Background: an optimization exercise with open tools, aiming at small area and a short achievable clock period. Do not read the settings as production practice.
At most, simulation tests tie the RTL to the original design; equivalence was not proved.
Power is estimated from default activity; no workload was simulated.

==> flow/design.v <==
`default_nettype none
module fp32_add(
    input wire clk,
    input wire [31:0] a,
    input wire [31:0] b,
    input wire sub,
    input wire [2:0] rm,
    output wire [31:0] result,
    output wire nv,
    output wire of,
    output wire nx
);
    integer k;
    wire a_sign = a[31];
    wire b_sign = b[31] ^ sub;
    wire [7:0] a_exp = a[30:23];
    wire [7:0] b_exp = b[30:23];
    wire [22:0] a_frac = a[22:0];
    wire [22:0] b_frac = b[22:0];
    wire a_emax = &a_exp;
    wire b_emax = &b_exp;
    wire a_fz = ~|a_frac;
    wire b_fz = ~|b_frac;
    wire a_nan = a_emax & ~a_fz;
    wire b_nan = b_emax & ~b_fz;
    wire a_inf = a_emax & a_fz;
    wire b_inf = b_emax & b_fz;
    wire a_snan = a_nan & ~a_frac[22];
    wire b_snan = b_nan & ~b_frac[22];
    wire s0_is_sub = a_sign ^ b_sign;
    wire s0_inf_inf = s0_is_sub & a_inf & b_inf;
    wire s0_nv = a_snan | b_snan | s0_inf_inf;
    wire s0_nan = a_nan | b_nan | s0_inf_inf;
    wire s0_inf = ~s0_nan & (a_inf | b_inf);
    wire [1:0] s0_special = {s0_nan, s0_inf | s0_nv};
    wire a_hid = |a_exp;
    wire b_hid = |b_exp;
    wire [7:0] a_eeff = {a_exp[7:1], a_exp[0] | ~a_hid};
    wire [7:0] b_eeff = {b_exp[7:1], b_exp[0] | ~b_hid};
    wire [7:0] d_ab = a_eeff - b_eeff;
    wire [7:0] d_ba = b_eeff - a_eeff;
    wire swap = a[30:0] < b[30:0];
    wire [7:0] l_exp = swap ? b_exp : a_exp;
    wire [22:0] l_frac = swap ? b_frac : a_frac;
    wire [23:0] s_sig = swap ? {a_hid, a_frac} : {b_hid, b_frac};
    wire l_sign = swap ? b_sign : a_sign;
    wire [4:0] s0_off = swap ? d_ba[4:0] : d_ab[4:0];
    wire s0_far = swap ? |d_ba[7:5] : |d_ab[7:5];    
    reg r1_sign, r1_is_sub;
    reg [2:0] r1_rm;
    reg [1:0] r1_special;
    reg [7:0] r1_lexp;
    reg [22:0] r1_lfrac;
    reg [23:0] r1_ssig;
    reg [4:0] r1_off;
    reg r1_far;
    always @(posedge clk) begin
        r1_sign <= l_sign;
        r1_is_sub <= s0_is_sub;
        r1_rm <= rm;
        r1_special <= s0_special;
        r1_lexp <= l_exp;
        r1_lfrac <= l_frac;
        r1_ssig <= s_sig;
        r1_off <= s0_off;
        r1_far <= s0_far;
    end
    wire l_hid = |r1_lexp;
    wire [7:0] l_e = {r1_lexp[7:1], r1_lexp[0] | ~l_hid};
    wire [27:0] in1 = {1'b0, l_hid, r1_lfrac, 3'b000};
    wire [26:0] sh0 = {r1_ssig, 3'b000};
    wire [26:0] sh1 = r1_far ? 27'b0 : r1_off[4] ? {16'b0, sh0[26:16]} : sh0;
    wire [26:0] sh2 = r1_off[3] ? {8'b0, sh1[26:8]} : sh1;
    wire [26:0] sh3 = r1_off[2] ? {4'b0, sh2[26:4]} : sh2;
    wire [26:0] sh4 = r1_off[1] ? {2'b0, sh3[26:2]} : sh3;
    wire [26:0] sh5 = r1_off[0] ? {1'b0, sh4[26:1]} : sh4;
    reg [23:0] smask;    
    always @*
        for (k = 0; k < 24; k = k + 1)
            smask[k] = r1_far | (r1_off >= k + 3);
    wire sticky = |(r1_ssig & smask);
    wire [27:0] in2 = {1'b0, sh5[26:1], sticky};
    wire [27:0] in2x = in2 ^ {28{r1_is_sub}};
    wire [28:0] sum_c = {in1, 1'b1} + {in2x, r1_is_sub};
    wire [27:0] s1_sum = sum_c[28:1];
    wire [7:0] s1_exp = l_e + 8'd1;
    wire rdn = r1_rm == 3'b010;
    wire rup = r1_rm == 3'b011;
    wire rtz = r1_rm == 3'b001;
    wire rmm = r1_rm == 3'b100;
    wire s1_up = (rdn & r1_sign) | (rup & ~r1_sign);
    wire s1_dn = rtz | (rdn & ~r1_sign) | (rup & r1_sign);
    wire [1:0] s1_cls = {s1_up | rmm, s1_dn | rmm};
    wire s1_zsign = r1_is_sub ? rdn : r1_sign;
    reg r2_sign, r2_zsign;
    reg [1:0] r2_cls;
    reg [1:0] r2_special;
    reg [7:0] r2_exp;
    reg [27:0] r2_sum;
    always @(posedge clk) begin
        r2_sign <= r1_sign;
        r2_zsign <= s1_zsign;
        r2_cls <= s1_cls;
        r2_special <= r1_special;
        r2_exp <= s1_exp;
        r2_sum <= s1_sum;
    end
    wire e_small = ~|r2_exp[7:5];
    wire [3:0] pd_hi = {4{e_small}} & (4'b0001 << r2_exp[4:3]);
    wire [7:0] pd_lo = 8'b00000001 << r2_exp[2:0];
    reg [27:0] lim_mask;
    always @*
        for (k = 0; k < 28; k = k + 1)
            lim_mask[k] = pd_hi[(28 - k) >> 3] & pd_lo[(28 - k) & 7];
    wire [27:0] x = r2_sum | lim_mask;
    wire z4 = ~|x[27:12];
    wire [15:0] x4 = z4 ? x[11:0] << 4 : x[27:12];
    wire z3 = ~|x4[15:8];
    wire [7:0] x3 = z3 ? x4[7:0] : x4[15:8];
    wire z2 = ~|x3[7:4];
    wire [3:0] x2 = z2 ? x3[3:0] : x3[7:4];
    wire z1 = ~|x2[3:2];
    wire [1:0] x1 = z1 ? x2[1:0] : x2[3:2];
    wire z0 = ~x1[1];
    wire [4:0] lzc = {z4, z3, z2, z1, z0};
    wire [27:0] n4 = z4 ? {r2_sum[11:0], 16'b0} : r2_sum;
    wire [27:0] n3 = z3 ? {n4[19:0], 8'b0} : n4;
    wire [27:0] n2 = z2 ? {n3[23:0], 4'b0} : n3;
    wire [27:0] n1 = z1 ? {n2[25:0], 2'b0} : n2;
    wire [27:0] n0 = z0 ? {n1[26:0], 1'b0} : n1;
    wire c1 = r2_sum[27];
    wire c2 = ~r2_sum[27] & r2_sum[26];
    wire lsb = c1 ? r2_sum[4] : c2 ? r2_sum[3] : r2_sum[2];
    wire g = c1 ? r2_sum[3] : c2 ? r2_sum[2] : r2_sum[1];
    wire st = c1 ? |r2_sum[2:0] : c2 ? |r2_sum[1:0] : r2_sum[0];
    wire inexact = g | st;
    reg add_one;
    always @* begin
        case (r2_cls)
            2'd0: add_one = g & (lsb | st);
            2'd1: add_one = 1'b0;
            2'd2: add_one = g | st;
            default: add_one = g;
        endcase
    end
    wire sp_inf = r2_special == 2'b01;
    wire sp_nan = r2_special[1];
    wire sp = |r2_special;
    wire ovf = ~sp & c1 & (&r2_exp);           
    wire of_max = r2_cls == 2'd1;              
    wire zero_sign = ~|r2_sum;
    reg [7:0] s2_exp;
    reg [4:0] s2_lzc;
    reg [22:0] s2_frac;
    reg s2_msb;
    always @* begin
        s2_lzc = (sp | ovf | zero_sign) ? 5'd0 : lzc;
        s2_msb = sp | ovf | (~zero_sign & n0[27]);
        if (sp_nan) {s2_exp, s2_frac} = 31'h7fc00000;
        else if (sp_inf | (ovf & ~of_max)) {s2_exp, s2_frac} = 31'h7f800000;
        else if (ovf) {s2_exp, s2_frac} = 31'h7f7fffff;
        else {s2_exp, s2_frac} = {zero_sign ? 8'd1 : r2_exp, n0[26:4]};
    end
    wire s2_efe = ~sp & ((c1 & (r2_exp == 8'hfe)) | (c2 & (r2_exp == 8'hff)));
    wire w_ones = c1 ? &r2_sum[26:4] : c2 ? &r2_sum[25:3] : &r2_sum[24:2];
    wire w_lo_ones = c1 ? &r2_sum[15:4] : c2 ? &r2_sum[14:3] : &r2_sum[13:2];
    wire s2_inc = ~sp & ~ovf & add_one;
    reg r3_sign, r3_inc, r3_nx, r3_of, r3_nv, r3_efe, r3_carry, r3_lo_ones, r3_msb;
    reg [7:0] r3_exp;
    reg [4:0] r3_lzc;
    reg [22:0] r3_frac;
    always @(posedge clk) begin
        r3_sign <= ~sp_nan & (zero_sign ? r2_zsign : r2_sign);
        r3_inc <= s2_inc;
        r3_carry <= s2_inc & w_ones;
        r3_lo_ones <= w_lo_ones;
        r3_nx <= ~sp & (inexact | ovf);
        r3_of <= ovf;
        r3_nv <= r2_special == 2'b11;
        r3_exp <= s2_exp;
        r3_lzc <= s2_lzc;
        r3_msb <= s2_msb;
        r3_frac <= s2_frac;
        r3_efe <= s2_efe;
    end
    wire [11:0] frac_lo = r3_frac[11:0] + {11'b0, r3_inc};
    wire [10:0] frac_hi = r3_frac[22:12] + {10'b0, r3_inc & r3_lo_ones};
    wire [8:0] exp_c0x = {r3_exp, 1'b1} + {3'b111, ~r3_lzc, r3_msb};
    wire [7:0] exp_c0 = exp_c0x[8:1];
    wire [7:0] exp_c1 = r3_lzc[1] ? r3_exp - 8'd1 : r3_lzc[0] ? r3_exp : r3_exp + 8'd1;
    wire [7:0] exp_out = r3_carry ? exp_c1 : exp_c0;
    assign result = {r3_sign, exp_out, frac_hi, frac_lo};
    assign of = r3_of | (r3_efe & r3_carry);
    assign nx = r3_nx;
    assign nv = r3_nv;
endmodule
`default_nettype wire
export LEC_CHECK = 0
export ABC_AREA = 1
export CAP_MARGIN = 20
export CORE_MARGIN = 2
export CORE_UTILIZATION = 40
export SETUP_SLACK_MARGIN = 2.5
export SLEW_MARGIN = 20
create_clock -name core_clock -period 6.5 [get_ports {clk}]
standard.sh (not shown) runs the stock make flow with config.mk's settings and CLKGATE_MAP_FILE= SYNTH_SCRIPT=/design/flow/synth_recipe.tcl, a recipe that flattens the netlist after the stock synthesis.
==> flow/flow/run.sh <==
#!/bin/bash
# The standard layout, with plain buffers (sky130_fd_sc_hd__buf_1) on the ports instead of the
# delay cells that buffer_ports picks by default. Every port still gets its own buffer.
set -euo pipefail
export BUFFER_PORTS_ARGS="-buffer_cell sky130_fd_sc_hd__buf_1"
bash standard.sh > standard.log 2>&1
Change:
--- a/flow/design.v
+++ b/flow/design.v
@@ -43,5 +43,5 @@
     wire [7:0] l_exp = swap ? b_exp : a_exp;
     wire [22:0] l_frac = swap ? b_frac : a_frac;
-    wire [23:0] s_sig = swap ? {a_hid, a_frac} : {b_hid, b_frac};
+    wire [23:0] s_sig = (swap ? {a_hid, a_frac} : {b_hid, b_frac}) ^ {24{s0_is_sub}};
     wire l_sign = swap ? b_sign : a_sign;
     wire [4:0] s0_off = swap ? d_ba[4:0] : d_ab[4:0];
@@ -69,17 +69,17 @@
     wire [7:0] l_e = {r1_lexp[7:1], r1_lexp[0] | ~l_hid};
     wire [27:0] in1 = {1'b0, l_hid, r1_lfrac, 3'b000};
-    wire [26:0] sh0 = {r1_ssig, 3'b000};
-    wire [26:0] sh1 = r1_far ? 27'b0 : r1_off[4] ? {16'b0, sh0[26:16]} : sh0;
-    wire [26:0] sh2 = r1_off[3] ? {8'b0, sh1[26:8]} : sh1;
-    wire [26:0] sh3 = r1_off[2] ? {4'b0, sh2[26:4]} : sh2;
-    wire [26:0] sh4 = r1_off[1] ? {2'b0, sh3[26:2]} : sh3;
-    wire [26:0] sh5 = r1_off[0] ? {1'b0, sh4[26:1]} : sh4;
+    wire f = r1_is_sub;    
+    wire [26:0] sh0 = {r1_ssig, {3{f}}};
+    wire [26:0] sh1 = r1_far ? {27{f}} : r1_off[4] ? {{16{f}}, sh0[26:16]} : sh0;
+    wire [26:0] sh2 = r1_off[3] ? {{8{f}}, sh1[26:8]} : sh1;
+    wire [26:0] sh3 = r1_off[2] ? {{4{f}}, sh2[26:4]} : sh2;
+    wire [26:0] sh4 = r1_off[1] ? {{2{f}}, sh3[26:2]} : sh3;
+    wire [26:0] sh5 = r1_off[0] ? {f, sh4[26:1]} : sh4;
     reg [23:0] smask;    
     always @*
         for (k = 0; k < 24; k = k + 1)
             smask[k] = r1_far | (r1_off >= k + 3);
-    wire sticky = |(r1_ssig & smask);
-    wire [27:0] in2 = {1'b0, sh5[26:1], sticky};
-    wire [27:0] in2x = in2 ^ {28{r1_is_sub}};
+    wire sticky = |((r1_ssig ^ {24{f}}) & smask);
+    wire [27:0] in2x = {f, sh5[26:1], sticky ^ f};
     wire [28:0] sum_c = {in1, 1'b1} + {in2x, r1_is_sub};
     wire [27:0] s1_sum = sum_c[28:1];
Non-clock buffer count fell by 2.
Total power goes up by a few percent.
Clock power falls by a few percent.
First-iteration DRC count climbs by a quarter to a third.
Setup slack got worse by 0.095 ns.
Cell area is higher slightly.
Via count goes up by a few percent.
For the second run of this note, only the layout was checked, not whether the RTL still works.

---

Setup of v6:
RTL: the design.v shown in full above, as it stands there.
clock: 6.5 ns
lec_check: 0
abc_area: 1
cap_margin: 20
core_margin: 2
core_utilization: 40
cts_buf_list: sky130_fd_sc_hd__clkbuf_8
setup_slack_margin: 2.6
slew_margin: 20
Scripts as last shown in full above: flow/flow/run.sh
v6 completed end to end with timing, DRC and antenna clean.
The inputs of v7 differ from those of v6 as listed below.
diff --git a/flow/design.v b/flow/design.v
--- a/flow/design.v
+++ b/flow/design.v
@@ -16,24 +16,9 @@
     wire [7:0] a_exp = a[30:23];
     wire [7:0] b_exp = b[30:23];
     wire [22:0] a_frac = a[22:0];
     wire [22:0] b_frac = b[22:0];
-    wire a_emax = &a_exp;
-    wire b_emax = &b_exp;
-    wire a_fz = ~|a_frac;
-    wire b_fz = ~|b_frac;
-    wire a_nan = a_emax & ~a_fz;
-    wire b_nan = b_emax & ~b_fz;
-    wire a_inf = a_emax & a_fz;
-    wire b_inf = b_emax & b_fz;
-    wire a_snan = a_nan & ~a_frac[22];
-    wire b_snan = b_nan & ~b_frac[22];
     wire s0_is_sub = a_sign ^ b_sign;
-    wire s0_inf_inf = s0_is_sub & a_inf & b_inf;
-    wire s0_nv = a_snan | b_snan | s0_inf_inf;
-    wire s0_nan = a_nan | b_nan | s0_inf_inf;
-    wire s0_inf = ~s0_nan & (a_inf | b_inf);
-    wire [1:0] s0_special = {s0_nan, s0_inf | s0_nv};
     wire a_hid = |a_exp;
     wire b_hid = |b_exp;
     wire [7:0] a_eeff = {a_exp[7:1], a_exp[0] | ~a_hid};
     wire [7:0] b_eeff = {b_exp[7:1], b_exp[0] | ~b_hid};
@@ -47,9 +32,8 @@
     wire [4:0] s0_off = swap ? d_ba[4:0] : d_ab[4:0];
     wire s0_far = swap ? |d_ba[7:5] : |d_ab[7:5];    
     reg r1_sign, r1_is_sub;
     reg [2:0] r1_rm;
-    reg [1:0] r1_special;
     reg [7:0] r1_lexp;
     reg [22:0] r1_lfrac;
     reg [23:0] r1_ssig;
     reg [4:0] r1_off;
@@ -57,9 +41,8 @@
     always @(posedge clk) begin
         r1_sign <= l_sign;
         r1_is_sub <= s0_is_sub;
         r1_rm <= rm;
-        r1_special <= s0_special;
         r1_lexp <= l_exp;
         r1_lfrac <= l_frac;
         r1_ssig <= s_sig;
         r1_off <= s0_off;
@@ -83,8 +66,22 @@
     wire [27:0] in2x = in2 ^ {28{r1_is_sub}};
     wire [28:0] sum_c = {in1, 1'b1} + {in2x, r1_is_sub};
     wire [27:0] s1_sum = sum_c[28:1];
     wire [7:0] s1_exp = l_e + 8'd1;
+    wire l_emax = &r1_lexp;
+    wire s_emax = l_emax & ~r1_far & ~|r1_off;
+    wire l_fz = ~|r1_lfrac;
+    wire s_fz = ~|r1_ssig[22:0];
+    wire l_nan = l_emax & ~l_fz;
+    wire l_inf = l_emax & l_fz;
+    wire s_inf = s_emax & s_fz;
+    wire l_snan = l_nan & ~r1_lfrac[22];
+    wire s_snan = s_emax & ~s_fz & ~r1_ssig[22];
+    wire inf_inf = r1_is_sub & l_inf & s_inf;
+    wire s1_nv = l_snan | s_snan | inf_inf;
+    wire s1_nan = l_nan | inf_inf;
+    wire s1_inf = ~s1_nan & l_inf;
+    wire [1:0] s1_special = {s1_nan, s1_inf | s1_nv};
     wire rdn = r1_rm == 3'b010;
     wire rup = r1_rm == 3'b011;
     wire rtz = r1_rm == 3'b001;
     wire rmm = r1_rm == 3'b100;
@@ -100,9 +97,9 @@
     always @(posedge clk) begin
         r2_sign <= r1_sign;
         r2_zsign <= s1_zsign;
         r2_cls <= s1_cls;
-        r2_special <= r1_special;
+        r2_special <= s1_special;
         r2_exp <= s1_exp;
         r2_sum <= s1_sum;
     end
     wire e_small = ~|r2_exp[7:5];
@@ -164,9 +161,9 @@
     wire s2_efe = ~sp & ((c1 & (r2_exp == 8'hfe)) | (c2 & (r2_exp == 8'hff)));
     wire w_ones = c1 ? &r2_sum[26:4] : c2 ? &r2_sum[25:3] : &r2_sum[24:2];
     wire w_lo_ones = c1 ? &r2_sum[15:4] : c2 ? &r2_sum[14:3] : &r2_sum[13:2];
     wire s2_inc = ~sp & ~ovf & add_one;
-    reg r3_sign, r3_inc, r3_nx, r3_of, r3_nv, r3_efe, r3_carry, r3_lo_ones, r3_msb;
+    reg r3_sign, r3_inc, r3_nx, r3_of, r3_nv, r3_carry, r3_lo_ones, r3_msb;
     reg [7:0] r3_exp;
     reg [4:0] r3_lzc;
     reg [22:0] r3_frac;
     always @(posedge clk) begin
@@ -174,24 +171,23 @@
         r3_inc <= s2_inc;
         r3_carry <= s2_inc & w_ones;
         r3_lo_ones <= w_lo_ones;
         r3_nx <= ~sp & (inexact | ovf);
-        r3_of <= ovf;
+        r3_of <= ovf | (s2_efe & s2_inc & w_ones);
         r3_nv <= r2_special == 2'b11;
         r3_exp <= s2_exp;
         r3_lzc <= s2_lzc;
         r3_msb <= s2_msb;
         r3_frac <= s2_frac;
-        r3_efe <= s2_efe;
     end
     wire [11:0] frac_lo = r3_frac[11:0] + {11'b0, r3_inc};
     wire [10:0] frac_hi = r3_frac[22:12] + {10'b0, r3_inc & r3_lo_ones};
     wire [8:0] exp_c0x = {r3_exp, 1'b1} + {3'b111, ~r3_lzc, r3_msb};
     wire [7:0] exp_c0 = exp_c0x[8:1];
     wire [7:0] exp_c1 = r3_lzc[1] ? r3_exp - 8'd1 : r3_lzc[0] ? r3_exp : r3_exp + 8'd1;
     wire [7:0] exp_out = r3_carry ? exp_c1 : exp_c0;
     assign result = {r3_sign, exp_out, frac_hi, frac_lo};
-    assign of = r3_of | (r3_efe & r3_carry);
+    assign of = r3_of;
     assign nx = r3_nx;
     assign nv = r3_nv;
 endmodule
 `default_nettype wire
==> run summary <==
Summary of the comparison: cell count is lower in v7, relative to v6.
Compare v6 and v7 | cell area lower: v7
Sequential-cell power consumption was higher in the run labelled v7.
Relative to v6, the combinational power measured on v7 has decreased by a little under 10%.
Per the comparison of v7 with v6, total of plain and repair buffers excluding clock buffers now sits lower, first-iteration DRC count now sits higher, number of instances resized during post-cts repair now sits higher, buffers inserted during post-CTS setup optimization now sits lower, switching share of power now sits lower.
Clock-pin slew reported for the worst setup and hold paths after clock tree synthesis of v6 is on par with v7.
NOTE number of combinational gates with multiple inputs v6->v7 decreased slightly
Higher die area was reported by v6, not v7.
Number of distinct library cells after synthesis for v7: 1 down relative to v6
Between v6 and v7, the flip-flop and latch count is higher for v6.

[re-timing with driven ports]
How much do the figures lean on ideal ports? The routed layouts below were timed once more, with nothing changed but the port constraints.
Step 1 (the two cells are an assumption about what drives the block):
set clk [get_ports {clk}]
set_driving_cell -lib_cell sky130_fd_sc_hd__clkbuf_16 $clk
set_driving_cell -lib_cell sky130_fd_sc_hd__buf_2 [delete_from_list [all_inputs] $clk]
Step 2, shift: input delay + t, output delay - t, t = (earliest + latest rising clock arrival at the registers) / 2. This alone moves slack from input paths to output paths.
a / b / c = ideal ports / drivers / drivers and shift; a / b = the first two.
| run | shift t [ns] | setup slack, ns | slew at the worst register clock pin (ns) | worst slew at a driven data input, ns |
|---|---|---|---|---|
| the first run of note 1 | 0.475 | 2.748 / 2.706 / 2.394 | 0.07 / 0.07 | 0.05 |
| the second run of note 1 | 0.474 | 2.653 / 2.681 / 2.207 | 0.07 / 0.07 | 0.03 |
| v6 | 0.514 | 2.762 / 2.716 / 2.396 | 0.10 / 0.10 | 0.05 |
| v7 | 0.516 | 2.808 / 2.761 / 2.404 | 0.10 / 0.10 | 0.04 |
After both steps setup and hold are still met in every run listed. For the second run of note 1, which loses most, drivers alone change the setup slack by +0.028 ns; drivers and shift together by -0.446 ns.
